Background: an optimization exercise with open tools, aiming at small area and a short achievable clock period. Do not read the settings as production practice. RTL that was checked went through simulation tests only; none was proved equivalent to the original. No functional check of the RTL was part of runs 2 to 5. No driver is modelled on the clock port, so clocking that relies on it looks cheaper here than on a real chip. Power is estimated from default activity; no workload was simulated.

==> design.v <==
module sync_fifo_32x8 #(
  parameter DEPTH = 32,
  parameter WIDTH = 8
) (
  input clk, rst,
  input wr_en,
  input wire [WIDTH-1:0] din,
  output full,
  input rd_en,
  output reg [WIDTH-1:0] dout,
  output empty
);
  reg [WIDTH-1:0] fifo [0:DEPTH-1];
  reg [4:0] wr_ptr, rd_ptr;
  reg [7:0] rd_lo;             
  reg [3:0] rd_hi;             
  reg full_r, nempty_r;
  reg [7:0] wr_lo;             
  reg [3:0] wr_hi;             
  reg rd_byp;
  reg [WIDTH-1:0] wr_data;
  function [4:0] succ;
    input [4:0] p;
    succ = {p[3:0], p[4] ^ p[2] ^ (p[3:0] == 4'b0000)};
  endfunction
  wire [4:0] wr_nxt = succ(wr_ptr);
  wire [4:0] rd_nxt = succ(rd_ptr);
  wire almost_full  = (wr_nxt == rd_ptr);    
  wire almost_empty = (rd_nxt == wr_ptr);    
  wire wa = wr_en & ~full_r;
  wire ra = rd_en & nempty_r;
  wire [4:0] rd_new  = ra ? rd_nxt : rd_ptr;
  wire       byp_new = wa & (~nempty_r | (almost_empty & ra));
  reg [WIDTH-1:0] rdata;
  integer i, j;
  always @* begin
    rdata = wr_data & {WIDTH{rd_byp}};
    for (i = 0; i < DEPTH; i = i + 1)
      rdata = rdata | (fifo[i] & {WIDTH{rd_hi[i >> 3] & rd_lo[i & 7]}});
  end
  always @(posedge clk or posedge rst) begin
    if (rst) begin
      wr_ptr   <= 5'd0;
      rd_ptr   <= 5'd0;
      rd_lo    <= 8'd1;
      rd_hi    <= 4'd1;
      full_r   <= 1'b0;
      nempty_r <= 1'b0;
      wr_hi    <= 4'd0;
      rd_byp   <= 1'b0;
      dout     <= {WIDTH{1'b0}};
    end else begin
      if (wa) wr_ptr <= wr_nxt;
      rd_ptr   <= rd_new;
      rd_lo    <= 8'd1 << rd_new[2:0];
      rd_hi    <= byp_new ? 4'd0 : (4'd1 << rd_new[4:3]);
      rd_byp   <= byp_new;
      wr_hi    <= wa ? (4'd1 << wr_ptr[4:3]) : 4'd0;
      if (ra) dout <= rdata;
      full_r   <= full_r ? ~ra : (almost_full & wa & ~ra);
      nempty_r <= nempty_r ? ~(almost_empty & ra & ~wa) : wa;
    end
  end
  always @(posedge clk) begin
    wr_data <= din;
    wr_lo   <= 8'd1 << wr_ptr[2:0];
    for (j = 0; j < DEPTH; j = j + 1)
      if (wr_hi[j >> 3] & wr_lo[j & 7]) fifo[j] <= wr_data;
  end
  assign full  = full_r;
  assign empty = ~nempty_r;
endmodule
==> flow/run.sh <==
#!/bin/bash
# Own layout flow: the standard ORFS flow with three changes.
#  - The platform's don't-use list is extended by flow/dont_use.txt's extra
#    cells (a slow single-size gate and the delay cells), for synthesis,
#    port buffering and repair.
#  - The CTS step's repair is replaced by flow/post_cts.tcl, which drops the
#    clock tree's root buffer (the clock port then drives the tree's two
#    first-level buffers) and repairs timing in a few passes.
# Each step's output goes to its own log here; ORFS's per-tool logs are under
# orfs/logs/.
set -euo pipefail
W=$PWD
DU="$(tr '\n' ' ' < "$W/flow/dont_use.txt")"
bash standard.sh synth "DONT_USE_CELLS=$DU" > "$W/run_synth.log" 2>&1
bash standard.sh floorplan place "DONT_USE_CELLS=$DU" > "$W/run_place.log" 2>&1
bash standard.sh cts "DONT_USE_CELLS=$DU" SKIP_CTS_REPAIR_TIMING=1 "POST_CTS_TCL=$W/flow/post_cts.tcl" > "$W/run_cts.log" 2>&1
bash standard.sh finish "DONT_USE_CELLS=$DU" SKIP_CTS_REPAIR_TIMING=1 "POST_CTS_TCL=$W/flow/post_cts.tcl" > "$W/run_finish.log" 2>&1
==> flow/dont_use.txt <==
sky130_fd_sc_hd__probe_p_8 sky130_fd_sc_hd__probec_p_8 sky130_fd_sc_hd__lpflow_bleeder_1 sky130_fd_sc_hd__lpflow_clkbufkapwr_1 sky130_fd_sc_hd__lpflow_clkbufkapwr_16 sky130_fd_sc_hd__lpflow_clkbufkapwr_2 sky130_fd_sc_hd__lpflow_clkbufkapwr_4 sky130_fd_sc_hd__lpflow_clkbufkapwr_8 sky130_fd_sc_hd__lpflow_clkinvkapwr_1 sky130_fd_sc_hd__lpflow_clkinvkapwr_16 sky130_fd_sc_hd__lpflow_clkinvkapwr_2 sky130_fd_sc_hd__lpflow_clkinvkapwr_4 sky130_fd_sc_hd__lpflow_clkinvkapwr_8 sky130_fd_sc_hd__lpflow_decapkapwr_12 sky130_fd_sc_hd__lpflow_decapkapwr_3 sky130_fd_sc_hd__lpflow_decapkapwr_4 sky130_fd_sc_hd__lpflow_decapkapwr_6 sky130_fd_sc_hd__lpflow_decapkapwr_8 sky130_fd_sc_hd__lpflow_inputiso0n_1 sky130_fd_sc_hd__lpflow_inputiso0p_1 sky130_fd_sc_hd__lpflow_inputiso1n_1 sky130_fd_sc_hd__lpflow_inputiso1p_1 sky130_fd_sc_hd__lpflow_inputisolatch_1 sky130_fd_sc_hd__lpflow_isobufsrc_1 sky130_fd_sc_hd__lpflow_isobufsrc_16 sky130_fd_sc_hd__lpflow_isobufsrc_2 sky130_fd_sc_hd__lpflow_isobufsrc_4 sky130_fd_sc_hd__lpflow_isobufsrc_8 sky130_fd_sc_hd__lpflow_isobufsrckapwr_16 sky130_fd_sc_hd__lpflow_lsbuf_lh_hl_isowell_tap_1 sky130_fd_sc_hd__lpflow_lsbuf_lh_hl_isowell_tap_2 sky130_fd_sc_hd__lpflow_lsbuf_lh_hl_isowell_tap_4 sky130_fd_sc_hd__lpflow_lsbuf_lh_isowell_4 sky130_fd_sc_hd__lpflow_lsbuf_lh_isowell_tap_1 sky130_fd_sc_hd__lpflow_lsbuf_lh_isowell_tap_2 sky130_fd_sc_hd__lpflow_lsbuf_lh_isowell_tap_4
sky130_fd_sc_hd__a222oi_1
sky130_fd_sc_hd__clkdlybuf4s15_1
sky130_fd_sc_hd__clkdlybuf4s15_2
sky130_fd_sc_hd__clkdlybuf4s18_1
sky130_fd_sc_hd__clkdlybuf4s18_2
sky130_fd_sc_hd__clkdlybuf4s25_1
sky130_fd_sc_hd__clkdlybuf4s25_2
sky130_fd_sc_hd__clkdlybuf4s50_1
sky130_fd_sc_hd__clkdlybuf4s50_2
sky130_fd_sc_hd__dlygate4sd1_1
sky130_fd_sc_hd__dlygate4sd2_1
sky130_fd_sc_hd__dlygate4sd3_1
sky130_fd_sc_hd__dlymetal6s2s_1
sky130_fd_sc_hd__dlymetal6s4s_1
sky130_fd_sc_hd__dlymetal6s6s_1
==> flow/post_cts.tcl <==
# Runs at the end of ORFS's CTS step (POST_CTS_TCL), with the CTS step's own
# repair skipped (SKIP_CTS_REPAIR_TIMING=1).
# 1. The clock tree's root buffer only drives the two buffers of the tree's
#    first level; drop it and let the clock port drive those two directly
#    (the port then feeds 2 cell pins). Every register keeps the same number
#    of buffers from the port, so no register's clock moves against another's.
# 2. Repair setup and hold as the CTS step would, in a few passes.
set block [ord::get_db_block]
set root [$block findInst clkbuf_0_clk]
if {$root != "NULL"} {
  set rnet [[$root findITerm X] getNet]
  set pnet [[$root findITerm A] getNet]
  set n 0
  foreach it [$rnet getITerms] {
    if {[$it getInst] != $root} { incr n }
  }
  if {$n <= 4} {
    foreach it [$rnet getITerms] {
      if {[$it getInst] != $root} { $it disconnect; $it connect $pnet }
    }
    [$root findITerm A] disconnect
    odb::dbInst_destroy $root
    odb::dbNet_destroy $rnet
    puts "post_cts: removed clkbuf_0_clk, port drives $n buffers"
  }
}
estimate_parasitics -placement
puts "post_cts: before repair WS [sta::worst_slack_cmd max]"
set npass 3
if {[info exists ::env(FLOW_REPAIR_PASSES)]} { set npass $::env(FLOW_REPAIR_PASSES) }
for {set i 0} {$i < $npass} {incr i} {
  repair_timing_helper
  puts "post_cts: pass $i WS [sta::worst_slack_cmd max]"
}
detailed_placement
check_placement -verbose
estimate_parasitics -placement
puts "post_cts: after repair WS [sta::worst_slack_cmd max]"
==> standard.sh <==
#!/bin/bash
# synth_recipe.tcl (not shown) runs the flow's synth.tcl, then flattens the netlist and writes it again
# the make line also repeats each setting of config.mk as NAME=value (left out here)
make -C /OpenROAD-flow-scripts/flow DESIGN_CONFIG=/design/flow/config.mk WORK_HOME=/design/flow/orfs CLKGATE_MAP_FILE= SYNTH_SCRIPT=/design/flow/synth_recipe.tcl "${@:-finish}"
==> config.mk <==
export PLATFORM = sky130hd
export DESIGN_NAME = sync_fifo_32x8
export DESIGN_NICKNAME = sync_fifo_32x8
export VERILOG_FILES = /design/flow/design.v
export SDC_FILE = /design/flow/constraint.sdc
export NUM_CORES = 4
export LEC_CHECK = 0
export CAP_MARGIN = 20
export CORE_MARGIN = 2
export CORE_UTILIZATION = 40
export CTS_CLUSTER_DIAMETER = 80
export CTS_CLUSTER_SIZE = 50
export PLACE_DENSITY = 0.6
export SETUP_SLACK_MARGIN = 1.5
export SLEW_MARGIN = 20
==> constraint.sdc <==
create_clock -name core_clock -period 3.3 [get_ports {clk}]
set_input_delay 0.6600 -clock core_clock [delete_from_list [all_inputs] [get_ports {clk}]]
set_output_delay 0.6600 -clock core_clock [all_outputs]
set_load 0.01 [all_outputs]
==> results of run 1 <==
## cells in the final DEF (no fill, tap or decap), types with 3 or more instances in the layout
master / count
a221oi_2: 3
xor2_1: 6
a22oi_1: 76
buf_4: 8
buf_1: 40
nor3b_1: 4
a21oi_1: 12
buf_2: 18
and2_1: 34
a22oi_2: 4
a221oi_1: 4
a22o_1: 59
inv_1: 7
a31oi_1: 8
a21boi_0: 3
edfxtp_1: 256
nor2_1: 21
clkbuf_1: 3
nand4_1: 9
buf_6: 8
clkbuf_16: 14
dfrtp_1: 24
dfxtp_1: 16
xnor2_1: 5
nand2_1: 65
nand3_1: 23
and3_1: 4
dfrtp_4: 9
o21ai_0: 5
nor3_1: 12
clkbuf_2: 5
## area by class of cell
| type | count | area (µm²) | share of cell area |
|---|---|---|---|
| antenna | 1 | 2.50 | 0.000195 |
| tap | 384 | 480 | 0.0374 |
| clock buffer | 18 | 375 | 0.0292 |
| clock inverter | 6 | 61.3 | 0.00477 |
| sequential | 309 | 8980 | 0.699 |
| multi-input combinational | 378 | 2470 | 0.192 |
| inverter | 8 | 31.3 | 0.00243 |
| timing repair buffer | 82 | 453 | 0.0352 |
## sequential cells by signal (all words and copies together) (netlist names)
name	cells
full_r	1
dout	8
wr_lo	8
rd_ptr	5
fifo	256
wr_ptr	5
nempty_r	1
rd_lo	8
wr_hi	4
rd_byp	1
rd_hi	4
wr_data	8
## per-layer routing
| layer | share of wire | vias to the layer above |
|---|---|---|
| met5 | 0 | - |
| met4 | 0.041 | 0 |
| met3 | 0.092 | 83 |
| met2 | 0.46 | 371 |
| met1 | 0.41 | 3553 |
| li1 | - | 2995 |
## where the power goes
part | switching (mW) | leakage [nW] | internal (mW) | total (mW)
clock network | 1.21 | 0.209 | 0.852 | 2.06
logic | 1.62 | 1.21 | 1.00 | 2.62
registers | 0.603 | 2.88 | 4.69 | 5.29
total | 3.43 | 4.30 | 6.55 | 9.98
## logic make-up after synthesis
kind of cell	count (synthesis)	share of synthesized area
AO/OA/AOI/OAI	186	0.123
multiplexers	1	0.000863
flip-flops	309	0.771
buffers and inverters	61	0.0209
XOR/XNOR	11	0.00831
AND/OR/NAND/NOR	180	0.0758
## final timing paths
kind                                    endpoint  slack, ps  cells after the start               start
max                          dout[4]$_DFFE_PP0P_       1500                      5  rd_lo[2]$_DFF_PP0_
min                        wr_ptr[3]$_DFFE_PP0P_        290                      2                 rst
max reg2reg                  dout[4]$_DFFE_PP0P_       1500                      5  rd_lo[2]$_DFF_PP0_
min reg2reg                     full_r$_DFF_PP0_        580                      2    full_r$_DFF_PP0_
max in group asynchronous  wr_ptr[0]$_DFFE_PP0P_       2350                      3                 rst
min in group core_clock       wr_data[3]$_DFF_P_        370                      1              din[3]
## critical path, stage by stage, from the launching register on
cell and delay, ps:
dfrtp_4 560, buf_4 230, a22oi_1 250, nand3_1 130
a22oi_1 380, a31oi_1 140
==> impl_results.md, run 1 <==
- Die ar.: 30400 µm²
- Clock latency (worst-skew pair): 370 ps
- Die Span X: 174 µm
- Synthesized Nets: 760
- Final Core Density: 0.449
- Share of the yosys chip area belonging to registers: 0.771
- Final ANT Viol Nets: 0
- DP HPWL: 19900 µm
- IO Count: 22
- Synth Warn #: 2
- Worst Setup End Kind: register
- Arrival time worst endpoint: 2050 ps
- Max-Cap Viols: 0
- Tot Pwr: 9.98 mW
- Top-count cell post-synth: edfxtp_1
- Vias in the first global route: 6781
- Synth cell types: 42
- RePlAce Congestion: 0.842
- Number of synthesized register bits: 309
- Pleak: 4.30 nW
- Global Route Usage Sum: 0.215
- M2 GR Usage: 0.343
- Max Fclk: 555 MHz
- Final cell count without fillers: 1186
- Cell Area, Placed: 12100 µm²
- Wire per inst: 27.6 µm
- Reg clk slew, reported paths: 110 ps
- Pre-CTS WS: 1160 ps
- Mean number of vias per cell: 5.90
- Pwr dens: 776 nW/µm²
- Layout cells sized above 1: 0.111
- Synth Area per Inst: 15.5 µm²
- Initial antenna violation count: 1
- IO buf count: 21
- Rows: 62
- CP required: 3550 ps
- Critical path class: reg2reg
- Max-slew violation total from the final report: 0
- Commonest cells post-synth: 256 x edfxtp_1, 80 x a22oi_1, 65 x nand2_1
- Nets@finish: 805
- Top Usage Layer GRT: met2
- Setup violations, final: 0
- Core area: 28600 µm²
- DRC viols: 0
- Fin worst setup slack: 1500 ps
- Worst-margin pin slew: 916 ps
- Met3 Usage GRT: 0.0302
- Setup TNS: 0 ps
- Worst rel slew slack: 0.388
- Post-route cell area: 12900 µm²
- Final Hold Viols: 0
- First-pass GRT wire length: 47200 µm
- Mapped Cells: 748
- Layout Skew: 16.6 ps
- EDFF count, synth: 256
- Dpl cells: 1130
- Asr flop ratio synth: 0.120
- Routed WL: 32800 µm
- Startpoint type of the worst setup path: register
- Initial Util: 0.405
- VDD IR max: 425 µV
- Filler Cell Count: 2536
- Worst-path fanout max: 11
- CTS tree: done
- Vias: 7002
- Area Growth Syn to Fin: 10.9%
- Netlist area before placement: 11600 µm²
- Ys flop type: edfxtp_1
- Final min period: 1800 ps
- Synth top area cells: edfxtp_1 66%, dfrtp_1 7.6%, a22oi_1 5.2%, a22o_1 4.5%, dfxtp_1 2.8%
- First drt pass iteration count: 5
- Crit share post-route: 0.546
- Outcome: complete, no violations
- RSZ-0062 raised after global routing: true
- Hold crit path type: in2async
- Met1 usage: 0.303
- 1st-iter DRT viols: 886
- Chip height: 174 µm
- Maximum number of pins on one net before global-route repair: 33
- Worst Hold Slack: 287 ps
- Cell taking the most area after synthesis: edfxtp_1
- Grt ovf: 0
- Clock tree sinks: 309
- Synth top area share: 0.663
==> run 2: changes to the inputs <==
--- a/design.v
+++ b/design.v
@@ -31,4 +31,7 @@
   wire ra = rd_en & nempty_r;
   wire [4:0] rd_new  = ra ? rd_nxt : rd_ptr;
+  wire [7:0] lo_nxt = 8'd1 << rd_nxt[2:0];
+  wire [3:0] hi_nxt = 4'd1 << rd_nxt[4:3];
+  wire [3:0] hi_cur = 4'd1 << rd_ptr[4:3];
   wire       byp_new = wa & (~nempty_r | (almost_empty & ra));
   reg [WIDTH-1:0] rdata;
@@ -53,6 +56,6 @@
       if (wa) wr_ptr <= wr_nxt;
       rd_ptr   <= rd_new;
-      rd_lo    <= 8'd1 << rd_new[2:0];
-      rd_hi    <= byp_new ? 4'd0 : (4'd1 << rd_new[4:3]);
+      if (ra) rd_lo <= lo_nxt;
+      rd_hi    <= (ra ? hi_nxt : hi_cur) & {4{~byp_new}};
       rd_byp   <= byp_new;
       wr_hi    <= wa ? (4'd1 << wr_ptr[4:3]) : 4'd0;
--- a/config.mk
+++ b/config.mk
@@ -9,6 +9,6 @@
 export CORE_MARGIN = 2
 export CORE_UTILIZATION = 40
-export CTS_CLUSTER_DIAMETER = 80
-export CTS_CLUSTER_SIZE = 50
+export CTS_CLUSTER_DIAMETER = 60
+export CTS_CLUSTER_SIZE = 40
 export PLACE_DENSITY = 0.6
 export SETUP_SLACK_MARGIN = 1.5
==> impl_results.md, run 2 <==
- Final cell count without fillers: 1199
- VDD IR max: 528 µV
- Outcome: complete, no violations
- Worst rel slew slack: 0.378
- Mux share of post-synthesis cell area: 0
- Ys flop type: edfxtp_1
- Vias in the first global route: 6938
- Most common cell after layout, fill and taps aside: edfxtp_1
- Final Core Density: 0.462
- Routed WL: 32600 µm
- Layout cells sized above 1: 0.136
- Synthesized Nets: 757
- Reg area: 8980 µm²
- N_diodes: 0
- First-pass GRT wire length: 47400 µm
- Max Fclk: 541 MHz
- Worst path slowest cell: dfrtp_4
- Synth Area in XOR/XNOR: 0.0111
- Final Hold Viols: 0
- Synth Warn #: 2
- Compound-Gate Fraction of Synth Area: 0.120
- Worst-path fanout max: 10
- Number of synthesized register bits: 309
- DP HPWL: 20000 µm
- Most frequent cells in the layout: 256 x edfxtp_1, 80 x a22oi_1, 76 x nand2_1
- Synth Area per Inst: 15.6 µm²
- Setup violations, final: 0
- Pleak: 4.46 nW
- Hold crit path type: in2async
- Clock latency (worst-skew pair): 400 ps
- Netlist area before placement: 11600 µm²
- Layout Skew: 20.1 ps
- Initial antenna violation count: 0
- Mean number of vias per cell: 5.84
- Global Route Usage Sum: 0.215
- Startpoint type of the worst setup path: register
- 1st-iter DRT viols: 910
- Pwr dens: 849 nW/µm²
- Nets@finish: 809
- Crit share post-route: 0.561
- Clock tree sinks: 309
- Largest family of logic cells by synthesized area: compound AO/OA/AOI/OAI gates
- Worst Path Buf+Inv: 1
- Final min period: 1850 ps
- Largest register by flop count: fifo
- CP Cell Sequence: buf_12 -> a22oi_1 -> nand3_1 -> a221o_1 -> o32a_1
- Reg clk slew, reported paths: 80 ps
- Multi-input logic area: 2520 µm²
- Die Span X: 175 µm
- CP required: 3570 ps
- Share of the yosys chip area belonging to registers: 0.768
- Chip height: 175 µm
- Filler Cell Count: 2531
- Final ANT Viol Nets: 0
- Dpl cells: 1129
- Die ar.: 30500 µm²
- DRC viols: 0
- Critical path class: reg2reg
- Wire per inst: 27.2 µm
- Cell taking the most area after synthesis: edfxtp_1
- Asr flop ratio synth: 0.120
- Initial Util: 0.405
- Worst-margin pin slew: 932 ps
- Rows: 62
- Core area: 28700 µm²
- Worst Setup End Kind: register
- Maximum number of pins on one net before global-route repair: 34
- Synth top area share: 0.661
- Synth cell types: 42
- Top-count cell post-synth: edfxtp_1
- Max reg flops: 256
- Adder-Cell Fraction of Synth Area: 0
- Post-synthesis simple-gate area fraction: 0.0797
- Mapped Cells: 745
- Max-slew violation total from the final report: 0
- First drt pass iteration count: 5
- Synth top area cells: edfxtp_1 66%, dfrtp_1 7.5%, a22oi_1 5.3%, a22o_1 3.5%, dfxtp_1 2.8%
- Setup TNS: 0 ps
- Area Growth Syn to Fin: 14.0%
- Max-Cap Viols: 0
- Commonest cells post-synth: 256 x edfxtp_1, 82 x a22oi_1, 78 x nand2_1
- CTS tree: done
- Vias: 7004
- IO buf count: 21
- IO Count: 22
- RePlAce Congestion: 0.863
- Top delay family on crit path: compound AO/OA/AOI/OAI gates
- EDFF count, synth: 256
- Arrival time worst endpoint: 2120 ps
- Crit path largest cell delay: 540 ps
- RSZ-0062 raised after global routing: true
- Grt ovf: 0
- Reg-to-reg slack, setup: 1450 ps
run 2: cell count changes in the layout (fill, tap and decap cells not counted), moves of 5 or more:
cell	change
clkbuf_2	-5
a22o_1	-14
nand2_1	+11
nor2_1	-8
o21ai_1	+5
nand3_1	+10
clkbuf_16	+10
nor3_1	-5
inv_1	-6
run 2: report_power, final:
part	total, mW	leakage, nW	internal (mW)	switching [mW]
Combinational	2.86	1.17	1.13	1.73
Sequential	5.38	2.88	4.69	0.686
Clock	3.03	0.406	1.56	1.47
Total	11.3	4.46	7.38	3.88
run 2: cell type report:
cell class	instances	share of cell area
flip-flops and latches	309	0.677
multi-input cells	383	0.190
clock buffers	29	0.0490
well taps	384	0.0362
repair buffers	77	0.0340
clock inverters	15	0.0131
inverters	2	0.000566
run 2: cell families (layout without fill, tap and decap cells):
logic type,after synthesis,after routing
compound gates,182,182
xor+xnor,13,13
buf+inv,53,123
flops,309,309
simple gates,188,188
run 2: through the flow:
step	hold WS, ps	setup WS, ps	total power [mW]	cell area, µm²
final	298	1450	11.3	13300
after global placement	549	1060	7.88	12100
after detailed placement	543	1040	7.92	12100
after global routing	333	1450	11.7	13300
after floorplan	494	1620	6.84	11600
run 2: path summary, 6_finish.rpt:
| kind | end | startpoint | cells past startpoint |
|---|---|---|---|
| worst max-delay path | dout[3]$_DFFE_PP0P_ | rd_lo[3]$_DFFE_PP0P_ | 5 |
| worst min-delay path | wr_hi[3]$_DFF_PP0_ | rst | 2 |
| worst max register to register | dout[3]$_DFFE_PP0P_ | rd_lo[3]$_DFFE_PP0P_ | 5 |
| worst min register to register | full_r$_DFF_PP0_ | full_r$_DFF_PP0_ | 2 |
| max in group asynchronous | rd_lo[0]$_DFFE_PP1P_ | rst | 3 |
| min in group core_clock | wr_data[3]$_DFF_P_ | din[3] | 1 |
run 2: routing by layer:
layer / wire (µm) / GRT usage / up-vias
met5: 0 / 0 / -
met3: 2680 / 0.0392 / 58
li1: - / - / 3013
met4: 933 / 0.0493 / 0
met2: 15100 / 0.338 / 334
met1: 13900 / 0.312 / 3599
run 2: worst register-to-register path, delay by kind of cell (launching register included):
family / cells / cell delay [ps]
compound gates: 3 / 860
flops: 1 / 540
buf+inv: 1 / 170
simple gates: 1 / 170
==> run 3: changes to the inputs <==
--- a/config.mk
+++ b/config.mk
@@ -8,8 +8,8 @@
 export CAP_MARGIN = 20
 export CORE_MARGIN = 2
-export CORE_UTILIZATION = 40
+export CORE_UTILIZATION = 50
 export CTS_CLUSTER_DIAMETER = 60
 export CTS_CLUSTER_SIZE = 40
-export PLACE_DENSITY = 0.6
+export PLACE_DENSITY = 0.65
 export SETUP_SLACK_MARGIN = 1.5
 export SLEW_MARGIN = 20
==> impl_results.md, run 3 <==
- Worst-path fanout max: 15
- Chip height: 157 µm
- Layout Skew: 18.0 ps
- Share of the yosys chip area belonging to registers: 0.768
- Max Fclk: 558 MHz
- Worst rel slew slack: 0.295
- M2 GR Usage: 0.400
- Pwr dens: 835 nW/µm²
- Rows: 55
- RSZ-0062 raised after global routing: true
- Pleak: 4.31 nW
- Setup violations, final: 0
- Met3 Usage GRT: 0.0368
- First-pass GRT wire length: 45500 µm
- Arrival time worst endpoint: 2050 ps
- CP Cell Sequence: clkbuf_4 -> a22oi_1 -> nand2_1 -> a21oi_1 -> a31oi_1
- Crit path largest cell delay: 610 ps
- Largest register by flop count: fifo
- Wire per inst: 29.3 µm
- Asr flop ratio synth: 0.120
- First drt pass iteration count: 5
- Cell taking the most area after synthesis: edfxtp_1
- Initial Util: 0.512
- Vias: 7123
- DRC viols: 0
- Max-Cap Viols: 0
- Final min period: 1790 ps
- Number of synthesized register bits: 309
- Maximum number of pins on one net before global-route repair: 38
- Mapped Cells: 745
- IO Count: 22
- Top-count cell post-synth: edfxtp_1
- Hold crit path type: in2reg
- Clock tree sinks: 309
- Layout cells sized above 1: 0.119
- Max reg flops: 256
- Die Span X: 157 µm
- Initial antenna violation count: 0
- Vias in the first global route: 6872
- Outcome: complete, no violations
- 1st-iter DRT viols: 1012
- Ys flop type: edfxtp_1
- Synth Warn #: 2
- Critical path class: reg2reg
- Reg clk slew, reported paths: 90 ps
- Grt ovf: 0
- Fin worst setup slack: 1510 ps
- Worst path slowest cell: dfrtp_4
- EDFF count, synth: 256
- Synth top area cells: edfxtp_1 66%, dfrtp_1 7.5%, a22oi_1 5.3%, a22o_1 3.5%, dfxtp_1 2.8%
- Most frequent cells in the layout: 256 x edfxtp_1, 77 x nand2_1, 74 x a22oi_1
- Core area: 22700 µm²
- Final Hold Viols: 0
- Top Usage Layer GRT: met2
- Routed WL: 31500 µm
- IO buf count: 21
- CP required: 3560 ps
- Worst-margin pin slew: 1060 ps
- Synth Area per Inst: 15.6 µm²
- Worst Setup End Kind: register
- Die ar.: 24500 µm²
- Synth top area share: 0.661
- Mean number of vias per cell: 6.63
- Netlist area before placement: 11600 µm²
- Clock latency (worst-skew pair): 390 ps
- Max-slew violation total from the final report: 0
- RePlAce Congestion: 0.858
- Synthesized Nets: 757
- Most common cell after layout, fill and taps aside: edfxtp_1
- Commonest cells post-synth: 256 x edfxtp_1, 82 x a22oi_1, 78 x nand2_1
- Pre-CTS WS: 1110 ps
- Setup TNS: 0 ps
- Synth cell types: 42
- CTS tree: done
- Final ANT Viol Nets: 0
- Nets@finish: 788
- Crit share post-route: 0.543
- Startpoint type of the worst setup path: register
- DP HPWL: 18900 µm
- Area Growth Syn to Fin: 10.6%
- Global Route Usage Sum: 0.258
- Worst Hold Slack: 352 ps
- VDD IR max: 659 µV
- Met1 usage: 0.369
- N_diodes: 0
-- run 3: cell count changes in the layout (fill, tap and decap cells not counted), sizes merged --
cell	previous run	this run
buf	76	56
clkinv	3	4
clkinvlp	1	0
inv	12	7
-- run 3: kinds of logic (layout without fill, tap and decap cells) --
family          after synthesis  count (layout)  synth area share
flops                       309             309             0.768
xor+xnor                     13              13            0.0111
simple gates                188             188            0.0797
buf+inv                      53              98            0.0209
compound gates              182             182             0.120
-- run 3: final cells by class --
type / count / area [µm²]
clock buffer: 25 / 529
multi-input combinational: 383 / 2530
fill: 1739 / 9840
clock inverter: 10 / 144
tap: 285 / 357
timing repair buffer: 61 / 322
sequential: 309 / 8980
inverter: 2 / 7.51
-- run 3: final timing paths --
path	slack, ps	cells past startpoint	end	startpoint
max	1510	5	dout[1]$_DFFE_PP0P_	rd_hi[1]$_DFF_PP0_
min	350	1	wr_data[1]$_DFF_P_	din[1]
max reg2reg	1510	5	dout[1]$_DFFE_PP0P_	rd_hi[1]$_DFF_PP0_
min reg2reg	580	1	dout[0]$_DFFE_PP0P_	dout[0]$_DFFE_PP0P_
max in group asynchronous	2110	3	rd_lo[5]$_DFFE_PP0P_	rst
min in group asynchronous	520	3	rd_lo[1]$_DFFE_PP0P_	rst
-- run 3: power breakdown --
part	total, mW	switching [mW]	internal (mW)	leakage, nW
registers	5.41	0.722	4.69	2.89
logic	2.70	1.67	1.04	1.10
clock network	2.62	1.34	1.29	0.326
total	10.7	3.73	7.01	4.31
-- run 3: metrics by stage --
step / total power [mW] / instances / area [µm²] / util
after floorplan: 6.84 / 745 / 11600 / -
after global placement: 7.75 / 1021 / 11900 / 0.526
after detailed placement: 7.83 / 1022 / 12000 / 0.527
after global routing: 11.1 / 1075 / 12900 / 0.567
final: 10.7 / 1075 / 12900 / 0.567
-- run 3: routing by layer --
metal  up-vias  wire length, µm
li1       2972                -
met1      3600            12300
met2       463            14500
met3        88             3230
met4         0             1410
met5         -                0
-- run 3: worst max-delay path: cells and delay by family (launching register included) --
family,cells,cell delay (ps)
flip-flops,1,610
buffers and inverters,1,300
AO/OA/AOI/OAI,3,610
AND/OR/NAND/NOR,1,120
==> run 4: changes to the inputs <==
--- a/design.v
+++ b/design.v
@@ -13,6 +13,5 @@
   reg [WIDTH-1:0] fifo [0:DEPTH-1];
   reg [4:0] wr_ptr, rd_ptr;
-  reg [7:0] rd_lo;             
-  reg [3:0] rd_hi;             
+  reg [DEPTH-1:0] rd_sel;      
   reg full_r, nempty_r;
   reg [7:0] wr_lo;             
@@ -31,7 +30,6 @@
   wire ra = rd_en & nempty_r;
   wire [4:0] rd_new  = ra ? rd_nxt : rd_ptr;
-  wire [7:0] lo_nxt = 8'd1 << rd_nxt[2:0];
-  wire [3:0] hi_nxt = 4'd1 << rd_nxt[4:3];
-  wire [3:0] hi_cur = 4'd1 << rd_ptr[4:3];
+  wire [DEPTH-1:0] sel_cur = {{(DEPTH-1){1'b0}}, 1'b1} << rd_ptr;
+  wire [DEPTH-1:0] sel_nxt = {{(DEPTH-1){1'b0}}, 1'b1} << rd_nxt;
   wire       byp_new = wa & (~nempty_r | (almost_empty & ra));
   reg [WIDTH-1:0] rdata;
@@ -40,5 +38,5 @@
     rdata = wr_data & {WIDTH{rd_byp}};
     for (i = 0; i < DEPTH; i = i + 1)
-      rdata = rdata | (fifo[i] & {WIDTH{rd_hi[i >> 3] & rd_lo[i & 7]}});
+      rdata = rdata | (fifo[i] & {WIDTH{rd_sel[i]}});
   end
   always @(posedge clk or posedge rst) begin
@@ -46,6 +44,5 @@
       wr_ptr   <= 5'd0;
       rd_ptr   <= 5'd0;
-      rd_lo    <= 8'd1;
-      rd_hi    <= 4'd1;
+      rd_sel   <= {{(DEPTH-1){1'b0}}, 1'b1};
       full_r   <= 1'b0;
       nempty_r <= 1'b0;
@@ -56,6 +53,5 @@
       if (wa) wr_ptr <= wr_nxt;
       rd_ptr   <= rd_new;
-      if (ra) rd_lo <= lo_nxt;
-      rd_hi    <= (ra ? hi_nxt : hi_cur) & {4{~byp_new}};
+      rd_sel   <= (ra ? sel_nxt : sel_cur) & {DEPTH{~byp_new}};
       rd_byp   <= byp_new;
       wr_hi    <= wa ? (4'd1 << wr_ptr[4:3]) : 4'd0;
--- a/config.mk
+++ b/config.mk
@@ -8,8 +8,8 @@
 export CAP_MARGIN = 20
 export CORE_MARGIN = 2
-export CORE_UTILIZATION = 50
+export CORE_UTILIZATION = 40
 export CTS_CLUSTER_DIAMETER = 60
 export CTS_CLUSTER_SIZE = 40
-export PLACE_DENSITY = 0.65
-export SETUP_SLACK_MARGIN = 1.5
+export PLACE_DENSITY = 0.6
+export SETUP_SLACK_MARGIN = 1.8
 export SLEW_MARGIN = 20
==> impl_results.md, run 4 <==
- Outcome: complete, no violations
- Critical path class: reg2reg
- First-pass GRT wire length: 50100 µm
- Startpoint type of the worst setup path: register
- RePlAce Congestion: 0.853
- Maximum number of pins on one net before global-route repair: 41
- Vias: 7421
- Ys flop type: edfxtp_1
- Worst-margin pin slew: 708 ps
- Initial Util: 0.409
- Synth top area share: 0.630
- Chip height: 179 µm
- Net Sw Power: 3.80 mW
- Pleak: 4.75 nW
- Worst Setup End Kind: register
- Largest registers: fifo x256, rd_sel x32
- Most common cell after layout, fill and taps aside: edfxtp_1
- First drt pass iteration count: 5
- Number of synthesized register bits: 329
- Gate power share: 0.254
- R2r startpoint: rd_ptr[0]$_DFFE_PP0P_
- Max-Cap Viols: 0
- Share of the yosys chip area belonging to registers: 0.774
- Vias in the first global route: 7002
- Crit path from: rd_ptr[0]$_DFFE_PP0P_
- Largest register by flop count: fifo
- Nets@finish: 847
- Top-count cell post-synth: edfxtp_1
- Synth top area cells: edfxtp_1 63%, dfrtp_1 11%, a22oi_1 5.9%, dfxtp_1 2.6%, and2_1 1.9%
- Area Growth Syn to Fin: 18.3%
- Arrival time worst endpoint: 2250 ps
- Initial antenna violation count: 0
- Clock latency (worst-skew pair): 400 ps
- Max reg flops: 256
- Reg-to-reg slack, setup: 1340 ps
- Setup TNS: 0 ps
- Final min period: 1960 ps
- End of the critical path: rd_sel[3]$_DFF_PP0_
- CTS tree: done
- Crit share post-route: 0.595
- Internal Pwr Total: 7.40 mW
- Netlist area before placement: 12200 µm²
- Synth Warn #: 2
- EDFF count, synth: 256
- Wire per inst: 28.7 µm
- VDD IR max: 610 µV
- Most frequent cells in the layout: 256 x edfxtp_1, 69 x a22oi_1, 65 x buf_1
- RSZ-0062 raised after global routing: true
- DP HPWL: 22100 µm
- N_diodes: 0
- IO buf count: 21
- Worst rel slew slack: 0.528
- Rows: 63
- Worst Hold Slack: 337 ps
- Layout Skew: 28.9 ps
- CP required: 3590 ps
- Layout cells sized above 1: 0.278
- Commonest cells post-synth: 256 x edfxtp_1, 96 x a22oi_1, 56 x dfrtp_1
- Worst-path fanout max: 7
- Hold crit path type: in2reg
- Switching Fraction: 0.339
- Max Fclk: 510 MHz
- Die ar.: 31900 µm²
- Core area: 29800 µm²
- Synth Area per Inst: 16.2 µm²
- Clock tree sinks: 329
- Cell taking the most area after synthesis: edfxtp_1
- Setup violations, final: 0
- IO Count: 22
- Mean number of vias per cell: 5.99
- Final Hold Viols: 0
- DRC viols: 0
- Final ANT Viol Nets: 0
- Synth cell types: 46
- Asr flop ratio synth: 0.173
- Pwr dens: 776 nW/µm²
- Reg clk slew, reported paths: 110 ps
- 1st-iter DRT viols: 843
- Mapped Cells: 752
- Routed WL: 35600 µm
- Die Span X: 179 µm
- Worst r2r path cells: 6
- Global Route Usage Sum: 0.225
- Synthesized Nets: 764
- Max-slew violation total from the final report: 0
- Flop pwr share: 0.494
- Tot Pwr: 11.2 mW
- Clock Power Share: 0.252
- RR Endpoint: rd_sel[3]$_DFF_PP0_
- Grt ovf: 0
## run 4: cell type report
type / count / area [µm²]
tap: 390 / 488
timing repair buffer: 121 / 747
multi-input combinational: 358 / 2950
clock inverter: 15 / 209
clock buffer: 20 / 500
fill: 2558 / 15400
sequential: 329 / 9500
inverter: 6 / 38.8
## run 4: cell families (layout without fill, tap and decap cells)
logic type | Yosys count | in the layout | synth area share
multiplexers | 1 | 1 | 0.000821
AND/OR/NAND/NOR | 157 | 158 | 0.0684
flip-flops | 329 | 329 | 0.774
XOR/XNOR | 10 | 10 | 0.00718
buffers and inverters | 66 | 162 | 0.0239
AO/OA/AOI/OAI | 189 | 189 | 0.126
## run 4: power by group through the flow
stage	sequential, mW	combinational, mW	clock [mW]
after global routing	5.57	3.03	2.98
after floorplan	5.16	1.69	0
final	5.54	2.85	2.82
after detailed placement	5.69	1.89	0
after global placement	5.68	1.88	0
## run 4: routing by layer
layer / GRT usage / share of wire
met1: 0.300 / 0.40
met2: 0.360 / 0.47
met5: 0 / 0
met4: 0.103 / 0.051
met3: 0.0413 / 0.079
## run 4: how the worst min path moves through the flow
stage / slack [ps] / to / cells after the start / startpoint
5_1_grt: 320 / wr_data[3]$_DFF_P_ / 1 / din[3]
3_5_place_dp: 510 / dout[7]$_DFFE_PP0P_ / 1 / dout[7]$_DFFE_PP0P_
2_1_floorplan: 550 / dout[0]$_DFFE_PP0P_ / 1 / dout[0]$_DFFE_PP0P_
3_3_place_gp: 510 / dout[7]$_DFFE_PP0P_ / 1 / dout[7]$_DFFE_PP0P_
6_report: 340 / wr_data[4]$_DFF_P_ / 1 / din[4]
## run 4: per-stage QoR
stage,area [µm²],util,setup slack [ps],std cells
floorplan,12300,-,1280,752
global placement,12600,0.424,626,1116
detailed placement,12600,0.424,510,1116
global route,14400,0.484,1270,1239
finish,14400,0.484,1340,1239
## run 4: worst max-delay path, cell delays in order (launching register included)
cell and delay (ps):
dfrtp_2 430, or3_4 390, a2111o_1 460, and2_4 190
buf_1 90, buf_2 120, a2111oi_4 180
==> run 5: changes to the inputs <==
--- a/config.mk
+++ b/config.mk
@@ -12,4 +12,4 @@
 export CTS_CLUSTER_SIZE = 40
 export PLACE_DENSITY = 0.6
-export SETUP_SLACK_MARGIN = 1.8
+export SETUP_SLACK_MARGIN = 1.5
 export SLEW_MARGIN = 20
==> impl_results.md, run 5 <==
- Synthesized Nets: 764
- Worst rel slew slack: 0.351
- Max-Cap Viols: 0
- Rows: 63
- Net Sw Power: 3.79 mW
- Initial antenna violation count: 1
- Area Growth Syn to Fin: 16.6%
- Hold crit path type: in2reg
- Arrival time worst endpoint: 2190 ps
- Vias: 7376
- Pwr dens: 791 nW/µm²
- Synth Area per Inst: 16.2 µm²
- Outcome: complete, no violations
- Post-route cell area: 14200 µm²
- Max reg flops: 256
- Setup violations, final: 0
- 1st-iter DRT viols: 916
- Number of synthesized register bits: 329
- Worst Setup End Kind: register
- IO buf count: 21
- Layout Skew: 26.2 ps
- Crit share post-route: 0.592
- Chip height: 179 µm
- Layout cells sized above 1: 0.219
- Filler Cell Count: 2566
- Final min period: 1950 ps
- Grt ovf: 0
- Pleak: 4.67 nW
- Routed WL: 35700 µm
- Flop pwr share: 0.492
- Netlist area before placement: 12200 µm²
- DRC viols: 0
- Mapped Cells: 752
- Internal Pwr Total: 7.47 mW
- Core area: 29800 µm²
- Final ANT Viol Nets: 0
- DP HPWL: 22600 µm
- Switching Fraction: 0.337
- Cell taking the most area after synthesis: edfxtp_1
- Clock Power Share: 0.273
- Largest register by flop count: fifo
- Share of the yosys chip area belonging to registers: 0.774
- EDFF count, synth: 256
- Synth cell types: 46
- Synth Warn #: 2
- Ys flop type: edfxtp_1
- Synth top area share: 0.630
- Synth top area cells: edfxtp_1 63%, dfrtp_1 11%, a22oi_1 5.9%, dfxtp_1 2.6%, and2_1 1.9%
- VDD IR max: 635 µV
- Die Span X: 179 µm
- Wire per inst: 28.9 µm
- IO Count: 22
- Worst-margin pin slew: 973 ps
- Global Route Usage Sum: 0.226
- Critical path class: reg2reg
- Initial Util: 0.409
- Startpoint type of the worst setup path: register
- Crit path largest cell delay: 410 ps
- Most frequent cells in the layout: 256 x edfxtp_1, 70 x a22oi_1, 67 x buf_1
- CP required: 3540 ps
- RSZ-0062 raised after global routing: true
- Top-count cell post-synth: edfxtp_1
- First drt pass iteration count: 5
- Max-slew violation total from the final report: 0
- Cell Area, Placed: 12600 µm²
- Asr flop ratio synth: 0.173
- Clock tree sinks: 329
- Worst-path fanout max: 5
- Final Core Density: 0.477
- Gate power share: 0.235
- Mean number of vias per cell: 5.97
- Setup TNS: 0 ps
- Worst path slowest cell: dfrtp_2
- Most common cell after layout, fill and taps aside: edfxtp_1
- First-pass GRT wire length: 50100 µm
- Clock latency (worst-skew pair): 410 ps
- Die ar.: 31900 µm²
- Largest registers: fifo x256, rd_sel x32
- Reg clk slew, reported paths: 100 ps
- Nets@finish: 841
- Max Fclk: 512 MHz
- Vias in the first global route: 7014
- CP Cell Sequence: or3_4 -> and3_4 -> o41ai_4 -> buf_6 -> clkbuf_16 -> a2111oi_2
- CTS tree: done
- Final Hold Viols: 0
- RePlAce Congestion: 0.900
- Maximum number of pins on one net before global-route repair: 39
- Commonest cells post-synth: 256 x edfxtp_1, 96 x a22oi_1, 56 x dfrtp_1
-- run 5: cell counts after synthesis --
No cell type changed its count.
-- run 5: worst max-delay path: cells and delay by family, from the launching register on --
family	cells	cell delay [ps]
DFF	1	410
AOI/OAI and AO/OA	2	440
buffers and inverters	2	330
and+or+nand+nor	2	600
-- run 5: worst paths after layout --
path                                        from                     to  slack (ps)  cells past startpoint
max                        rd_ptr[0]$_DFFE_PP0P_    rd_sel[9]$_DFF_PP0_        1350                      6
max reg2reg                rd_ptr[0]$_DFFE_PP0P_    rd_sel[9]$_DFF_PP0_        1350                      6
max in group asynchronous                    rst   rd_sel[16]$_DFF_PP0_        2180                      3
min                                       din[3]     wr_data[3]$_DFF_P_         330                      1
min in group asynchronous                    rst  wr_ptr[1]$_DFFE_PP0P_         410                      2
min reg2reg                  dout[2]$_DFFE_PP0P_    dout[2]$_DFFE_PP0P_         530                      1
-- run 5: final cells by class --
cell class	instances	area [µm²]	area share
flip-flops and latches	329	9480	0.666
multi-input cells	357	2760	0.194
repair buffers	114	644	0.0453
clock buffers	23	554	0.0390
well taps	390	488	0.0343
clock inverters	16	260	0.0183
inverters	6	33.8	0.00237
diodes	1	2.50	0.000176
-- run 5: through the flow --
| step | cells | power, mW | hold slack [ps] | worst slack, ps |
|---|---|---|---|---|
| final | 1236 | 11.3 | 330 | 1350 |
| after global routing | 1235 | 11.7 | 314 | 1300 |
| after detailed placement | 1120 | 7.60 | 521 | 610 |
| after global placement | 1120 | 7.58 | 516 | 681 |
| after floorplan | 752 | 6.84 | 549 | 1280 |
-- run 5: cells by family (layout without fill, tap and decap cells) --
kind of cell | after synthesis | count (layout) | synth area share
flops | 329 | 329 | 0.774
compound gates | 189 | 189 | 0.126
simple gates | 157 | 157 | 0.0684
buf+inv | 66 | 159 | 0.0239
xor+xnor | 10 | 10 | 0.00718
mux | 1 | 1 | 0.000821
other cells | 0 | 1 | 0
-- run 5: power by group through the flow --
stage | clock network (mW) | registers, mW | logic, mW
after global placement | 0 | 5.68 | 1.90
after global routing | 3.25 | 5.57 | 2.84
after floorplan | 0 | 5.16 | 1.68
final | 3.07 | 5.54 | 2.65
after detailed placement | 0 | 5.68 | 1.92
-- run 5: routing by layer --
layer	up-vias	global-route usage	routed length (µm)
met5	-	0	0
met4	0	0.0711	1330
met3	62	0.0439	2950
met2	351	0.374	17400
met1	3814	0.303	14000
li1	3149	-	-
==> run 6: changes to the inputs <==
--- a/design.v
+++ b/design.v
@@ -13,5 +13,6 @@
   reg [WIDTH-1:0] fifo [0:DEPTH-1];
   reg [4:0] wr_ptr, rd_ptr;
-  reg [DEPTH-1:0] rd_sel;      
+  reg [7:0] rd_lo;             
+  reg [3:0] rd_hi;             
   reg full_r, nempty_r;
   reg [7:0] wr_lo;             
@@ -30,6 +31,4 @@
   wire ra = rd_en & nempty_r;
   wire [4:0] rd_new  = ra ? rd_nxt : rd_ptr;
-  wire [DEPTH-1:0] sel_cur = {{(DEPTH-1){1'b0}}, 1'b1} << rd_ptr;
-  wire [DEPTH-1:0] sel_nxt = {{(DEPTH-1){1'b0}}, 1'b1} << rd_nxt;
   wire       byp_new = wa & (~nempty_r | (almost_empty & ra));
   reg [WIDTH-1:0] rdata;
@@ -38,5 +37,5 @@
     rdata = wr_data & {WIDTH{rd_byp}};
     for (i = 0; i < DEPTH; i = i + 1)
-      rdata = rdata | (fifo[i] & {WIDTH{rd_sel[i]}});
+      rdata = rdata | (fifo[i] & {WIDTH{rd_hi[i >> 3] & rd_lo[i & 7]}});
   end
   always @(posedge clk or posedge rst) begin
@@ -44,5 +43,6 @@
       wr_ptr   <= 5'd0;
       rd_ptr   <= 5'd0;
-      rd_sel   <= {{(DEPTH-1){1'b0}}, 1'b1};
+      rd_lo    <= 8'd1;
+      rd_hi    <= 4'd1;
       full_r   <= 1'b0;
       nempty_r <= 1'b0;
@@ -53,5 +53,6 @@
       if (wa) wr_ptr <= wr_nxt;
       rd_ptr   <= rd_new;
-      rd_sel   <= (ra ? sel_nxt : sel_cur) & {DEPTH{~byp_new}};
+      rd_lo    <= 8'd1 << rd_new[2:0];
+      rd_hi    <= byp_new ? 4'd0 : (4'd1 << rd_new[4:3]);
       rd_byp   <= byp_new;
       wr_hi    <= wa ? (4'd1 << wr_ptr[4:3]) : 4'd0;
--- a/flow/post_cts.tcl
+++ b/flow/post_cts.tcl
@@ -5,5 +5,7 @@
 #    (the port then feeds 2 cell pins). Every register keeps the same number
 #    of buffers from the port, so no register's clock moves against another's.
-# 2. Repair setup and hold as the CTS step would, in a few passes.
+# 2. Repair setup and hold as the CTS step would, in a few passes, but
+#    letting the resizer pick cells of any footprint (detailed placement
+#    legalizes the result).
 set block [ord::get_db_block]
 set root [$block findInst clkbuf_0_clk]
@@ -30,5 +32,6 @@
 if {[info exists ::env(FLOW_REPAIR_PASSES)]} { set npass $::env(FLOW_REPAIR_PASSES) }
 for {set i 0} {$i < $npass} {incr i} {
-  repair_timing_helper
+  repair_timing -setup_margin $::env(SETUP_SLACK_MARGIN) -hold_margin 0 \
+    -repair_tns 100 -verbose
   puts "post_cts: pass $i WS [sta::worst_slack_cmd max]"
 }
==> impl_results.md, run 6 <==
- N_diodes: 0
- RSZ-0062 raised after global routing: true
- Worst Path Buf+Inv: 1
- Dpl cells: 1130
- First-pass GRT wire length: 47400 µm
- Most common cell after layout, fill and taps aside: edfxtp_1
- Final Core Density: 0.459
- Die Span X: 174 µm
- Final ANT Viol Nets: 0
- Chip height: 174 µm
- Outcome: complete, no violations
- Mapped Cells: 748
- Layout Skew: 14.4 ps
- Most frequent cells in the layout: 256 x edfxtp_1, 73 x a22oi_1, 65 x nand2_1
- Ys flop type: edfxtp_1
- Crit path largest cell delay: 530 ps
- Synth cell types: 42
- Largest register by flop count: fifo
- Cell taking the most area after synthesis: edfxtp_1
- CP required: 3590 ps
- Cell Area, Placed: 12100 µm²
- RePlAce Congestion: 0.842
- 1st-iter DRT viols: 859
- Initial Util: 0.405
- Clock tree sinks: 309
- Synth top area share: 0.663
- Pleak: 4.44 nW
- Final min period: 1820 ps
- Clock latency (worst-skew pair): 400 ps
- Asr flop ratio synth: 0.120
- Share of the yosys chip area belonging to registers: 0.771
- Worst-margin pin slew: 922 ps
- VDD IR max: 531 µV
- Rows: 62
- Worst Setup End Kind: register
- Worst Hold Slack: 252 ps
- Wire per inst: 27.5 µm
- CTS tree: done
- Crit share post-route: 0.551
- Max Fclk: 550 MHz
- Vias: 7037
- Vias in the first global route: 6841
- IO buf count: 21
- Final cell count without fillers: 1203
- Core area: 28600 µm²
- Pre-CTS WS: 1160 ps
- Max-slew violation total from the final report: 0
- Number of synthesized register bits: 309
- Final Hold Viols: 0
- Arrival time worst endpoint: 2110 ps
- Top-count cell post-synth: edfxtp_1
- Nets@finish: 816
- Fin worst setup slack: 1480 ps
- Layout cells sized above 1: 0.133
- Global Route Usage Sum: 0.216
- EDFF count, synth: 256
- Pwr dens: 807 nW/µm²
- Post-route cell area: 13100 µm²
- Worst-path fanout max: 6
- Worst path slowest cell: dfrtp_4
- Hold crit path type: in2async
- Setup violations, final: 0
- Max-Cap Viols: 0
- Crit path from: rd_hi[1]$_DFF_PP0_
- CP Cell Sequence: buf_2 -> a22o_1 -> a22oi_2 -> nand4_1 -> o32a_1
- Synth top area cells: edfxtp_1 66%, dfrtp_1 7.6%, a22oi_1 5.2%, a22o_1 4.5%, dfxtp_1 2.8%
- Grt ovf: 0
- Filler Cell Count: 2484
- First drt pass iteration count: 7
- Maximum number of pins on one net before global-route repair: 33
- Tot Pwr: 10.6 mW
- Top delay family on crit path: compound AO/OA/AOI/OAI gates
- R2r startpoint: rd_hi[1]$_DFF_PP0_
- Setup TNS: 0 ps
- Top Usage Layer GRT: met2
- Mean number of vias per cell: 5.85
- Startpoint type of the worst setup path: register
- Routed WL: 33100 µm
- Die ar.: 30400 µm²
- Synth Area per Inst: 15.5 µm²
- M2 GR Usage: 0.346
- Initial antenna violation count: 2
- DRC viols: 0
- DP HPWL: 19900 µm
- IO Count: 22
- Synth Warn #: 2
- Netlist area before placement: 11600 µm²
- Met1 usage: 0.304
- Worst rel slew slack: 0.385
- Synthesized Nets: 760
- Met3 Usage GRT: 0.0328
- Max reg flops: 256
- Commonest cells post-synth: 256 x edfxtp_1, 80 x a22oi_1, 65 x nand2_1
- Area Growth Syn to Fin: 13.4%
- Critical path class: reg2reg
- Reg clk slew, reported paths: 90 ps
-- run 6: cell count changes in the layout (fill, tap and decap cells not counted), sizes merged, moves of 8 or more --
cell,before,now
nor2,12,21
o22a,8,0
a211oi,13,1
a21oi,4,13
or4,8,0
a22oi,96,80
a2111oi,20,0
buf,108,85
dfrtp,56,35
a22o,16,59
nand2,43,65
a31oi,0,8
a221oi,16,7
-- run 6: layout make-up --
cell class | count | area [µm²] | share of cell area
tap | 384 | 480 | 0.0366
timing repair buffer | 87 | 489 | 0.0372
clock inverter | 17 | 179 | 0.0136
clock buffer | 20 | 500 | 0.0381
sequential | 309 | 8980 | 0.683
multi-input combinational | 378 | 2480 | 0.189
inverter | 8 | 31.3 | 0.00238
-- run 6: report_power, final --
group          switching, mW  internal, mW
clock network           1.44          1.21
registers              0.579          4.69
logic                   1.67          1.03
-- run 6: path summary, 6_finish.rpt --
check | slack (ps) | cells after the start | end
worst min-delay path | 250 | 2 | wr_ptr[3]$_DFFE_PP0P_
worst max-delay path | 1480 | 5 | dout[7]$_DFFE_PP0P_
min in group core_clock | 350 | 1 | wr_data[5]$_DFF_P_
worst max register to register | 1480 | 5 | dout[7]$_DFFE_PP0P_
worst min register to register | 580 | 2 | full_r$_DFF_PP0_
max in group asynchronous | 2390 | 3 | wr_ptr[0]$_DFFE_PP0P_
-- run 6: per-layer routing --
metal  up-vias  share of wire
li1       3025              -
met1      3595           0.41
met2       353           0.47
met3        62          0.090
met4         2          0.032
met5         -        0.00039
-- run 6: worst reg2reg max path, delay by kind of cell, from the launching register on --
kind | cells | cell delay [ps]
AO/OA/AOI/OAI | 3 | 830
buffers and inverters | 1 | 190
flip-flops | 1 | 530
AND/OR/NAND/NOR | 1 | 160
-- run 6: kinds of logic after synthesis --
logic type,count (synthesis),synth area share
simple gates,180,0.0758
compound gates,186,0.123
mux,1,0.000863
buf+inv,61,0.0209
flops,309,0.771
xor+xnor,11,0.00831
==> run 7: changes to the inputs <==
--- a/config.mk
+++ b/config.mk
@@ -9,6 +9,6 @@
 export CORE_MARGIN = 2
 export CORE_UTILIZATION = 40
-export CTS_CLUSTER_DIAMETER = 60
-export CTS_CLUSTER_SIZE = 40
+export CTS_CLUSTER_DIAMETER = 80
+export CTS_CLUSTER_SIZE = 50
 export PLACE_DENSITY = 0.6
 export SETUP_SLACK_MARGIN = 1.5
==> impl_results.md, run 7 <==
- First-pass GRT wire length: 47200 µm
- Most common cell after layout, fill and taps aside: edfxtp_1
- CP required: 3540 ps
- Synth Area per Inst: 15.5 µm²
- Routed WL: 33000 µm
- Reg area: 8980 µm²
- RSZ-0062 raised after global routing: true
- Chip height: 174 µm
- Largest register by flop count: fifo
- Crit path from: rd_lo[2]$_DFF_PP0_
- Worst r2r path cells: 5
- Top-count cell post-synth: edfxtp_1
- EDFF count, synth: 256
- IO buf count: 21
- Worst rel slew slack: 0.375
- Mapped Cells: 748
- Vias in the first global route: 6792
- Worst path slowest cell: dfrtp_4
- CTS tree: done
- Layout Skew: 12.9 ps
- Max-Cap Viols: 0
- Share of the yosys chip area belonging to registers: 0.771
- VDD IR max: 423 µV
- Crit path largest cell delay: 560 ps
- Grt ovf: 0
- Multi-input logic area: 2470 µm²
- Flop pwr share: 0.530
- Clock Power Share: 0.205
- Setup TNS: 0 ps
- RePlAce Congestion: 0.842
- Pleak: 4.29 nW
- Max-slew violation total from the final report: 0
- Synth top area cells: edfxtp_1 66%, dfrtp_1 7.6%, a22oi_1 5.2%, a22o_1 4.5%, dfxtp_1 2.8%
- Clock latency (worst-skew pair): 370 ps
- Synth cell types: 42
- Worst-margin pin slew: 936 ps
- Max Fclk: 552 MHz
- Netlist area before placement: 11600 µm²
- Top delay family on crit path: compound AO/OA/AOI/OAI gates
- Most frequent cells in the layout: 256 x edfxtp_1, 76 x a22oi_1, 65 x nand2_1
- Pwr dens: 777 nW/µm²
- IO Count: 22
- First drt pass iteration count: 5
- Maximum number of pins on one net before global-route repair: 33
- 1st-iter DRT viols: 866
- CP Cell Sequence: clkbuf_2 -> a22oi_1 -> nand4_1 -> a22oi_1 -> a31oi_1
- N_diodes: 0
- Synth Warn #: 2
- Internal Pwr Total: 6.54 mW
- Crit share post-route: 0.548
- Filler Cell Count: 2532
- Gate power share: 0.265
- Die Span X: 174 µm
- Worst Path Buf+Inv: 1
- Cell taking the most area after synthesis: edfxtp_1
- Rows: 62
- Asr flop ratio synth: 0.120
- RR Endpoint: dout[4]$_DFFE_PP0P_
- Global Route Usage Sum: 0.215
- Clock tree sinks: 309
- Synthesized Nets: 760
- Final Hold Viols: 0
- Startpoint type of the worst setup path: register
- Critical path class: reg2reg
- DRC viols: 0
- R2r startpoint: rd_lo[2]$_DFF_PP0_
- Initial antenna violation count: 1
- Nets@finish: 804
- Max reg flops: 256
- Worst Hold Slack: 286 ps
- Hold crit path type: in2async
- Core area: 28600 µm²
- Wire per inst: 27.8 µm
- Final min period: 1810 ps
- Switching Fraction: 0.345
- Reg clk slew, reported paths: 110 ps
- Commonest cells post-synth: 256 x edfxtp_1, 80 x a22oi_1, 65 x nand2_1
- Vias: 7015
- Outcome: complete, no violations
- Mean number of vias per cell: 5.92
- Initial Util: 0.405
- Setup violations, final: 0
- Number of synthesized register bits: 309
- Final Core Density: 0.449
- Synth top area share: 0.663
- Net Sw Power: 3.44 mW
- Arrival time worst endpoint: 2050 ps
- Final ANT Viol Nets: 0
- Ys flop type: edfxtp_1
- DP HPWL: 19900 µm
- Die ar.: 30400 µm²
- Worst Setup End Kind: register
- Reg-to-reg slack, setup: 1490 ps
- Area Growth Syn to Fin: 10.8%
- Layout cells sized above 1: 0.110
- Worst path most repeated cell: a22oi_1
- Worst-path fanout max: 5
[run 7: cell counts after synthesis]
Identical to the previous run, type by type.
[run 7: worst max-delay path by stage]
stage	slack, ps	endpoint	depth (start not counted)
5_1_grt	1460	dout[5]$_DFFE_PP0P_	5
6_report	1490	dout[4]$_DFFE_PP0P_	5
3_3_place_gp	1130	dout[7]$_DFFE_PP0P_	4
3_5_place_dp	1160	dout[7]$_DFFE_PP0P_	5
2_1_floorplan	1540	rd_lo[6]$_DFF_PP0_	7
[run 7: per-stage QoR]
stage | total power, mW | setup slack, ps | area, µm² | instances
2_1_floorplan | 6.63 | 1540 | 11600 | 748
3_3_place_gp | 7.63 | 1130 | 12100 | 1130
3_5_place_dp | 7.65 | 1160 | 12100 | 1130
5_1_grt | 10.4 | 1460 | 12800 | 1184
6_report | 9.98 | 1490 | 12800 | 1184
[run 7: metal layers]
layer | GRT usage | vias up | wire length [µm]
met2 | 0.342 | 340 | 15200
met3 | 0.0302 | 75 | 2700
li1 | - | 2989 | -
met5 | 0 | - | 0
met1 | 0.304 | 3611 | 13800
met4 | 0.0791 | 0 | 1280
[run 7: logic make-up (layout without fill, tap and decap cells)]
group / Yosys count / count (layout) / share of synthesized area
XOR/XNOR: 11 / 11 / 0.00831
buffers and inverters: 61 / 113 / 0.0209
AO/OA/AOI/OAI: 186 / 186 / 0.123
multiplexers: 1 / 1 / 0.000863
AND/OR/NAND/NOR: 180 / 180 / 0.0758
flip-flops: 309 / 309 / 0.771
[run 7: power groups by stage]
stage | Sequential (mW) | Combinational [mW] | Clock (mW)
2_1_floorplan | 4.93 | 1.71 | 0
3_3_place_gp | 5.54 | 2.09 | 0
3_5_place_dp | 5.54 | 2.11 | 0
5_1_grt | 5.35 | 2.82 | 2.21
6_report | 5.29 | 2.64 | 2.05
[run 7: final cells by class]
| type | count | area share |
|---|---|---|
| sequential | 309 | 0.699 |
| multi-input combinational | 378 | 0.192 |
| tap | 384 | 0.0374 |
| timing repair buffer | 81 | 0.0347 |
| clock buffer | 18 | 0.0292 |
| clock inverter | 6 | 0.00477 |
| inverter | 8 | 0.00244 |

==> port drivers added, routing unchanged <==
The results above use ideal ports. As a check the final layouts listed here were re-extracted and re-timed, cells and wires unchanged.
Step 1: set_driving_cell puts a clkbuf_16 on clk and a buf_2 on each other input, an assumption about the parent block.
Step 2 moves the port delays by t, midway between the first and last clock arrival at a register: inputs arrive t later, outputs are due t later. That takes back most of the time a late clock gives input paths.
Three values: ideal ports, drivers, drivers and shift; two values: the first two.
run | shift t [ns] | slack for setup (ns) | worst data-port slew with drivers (ns)
run 1 | 0.425 | 1.498 / 1.498 / 1.198 | 0.04
run 2 | 0.456 | 1.450 / 1.450 / 1.242 | 0.03
run 3 | 0.442 | 1.509 / 1.509 / 1.293 | 0.03
run 4 | 0.453 | 1.337 / 1.337 / 1.189 | 0.03
run 5 | 0.460 | 1.345 / 1.345 / 1.074 | 0.04
run 6 | 0.456 | 1.481 / 1.481 / 1.224 | 0.04
run 7 | 0.424 | 1.490 / 1.490 / 1.192 | 0.04
After both steps setup and hold are still met in every run listed. For run 1, which loses most, drivers alone change the setup slack by 0.000 ns; drivers and shift together by -0.300 ns.
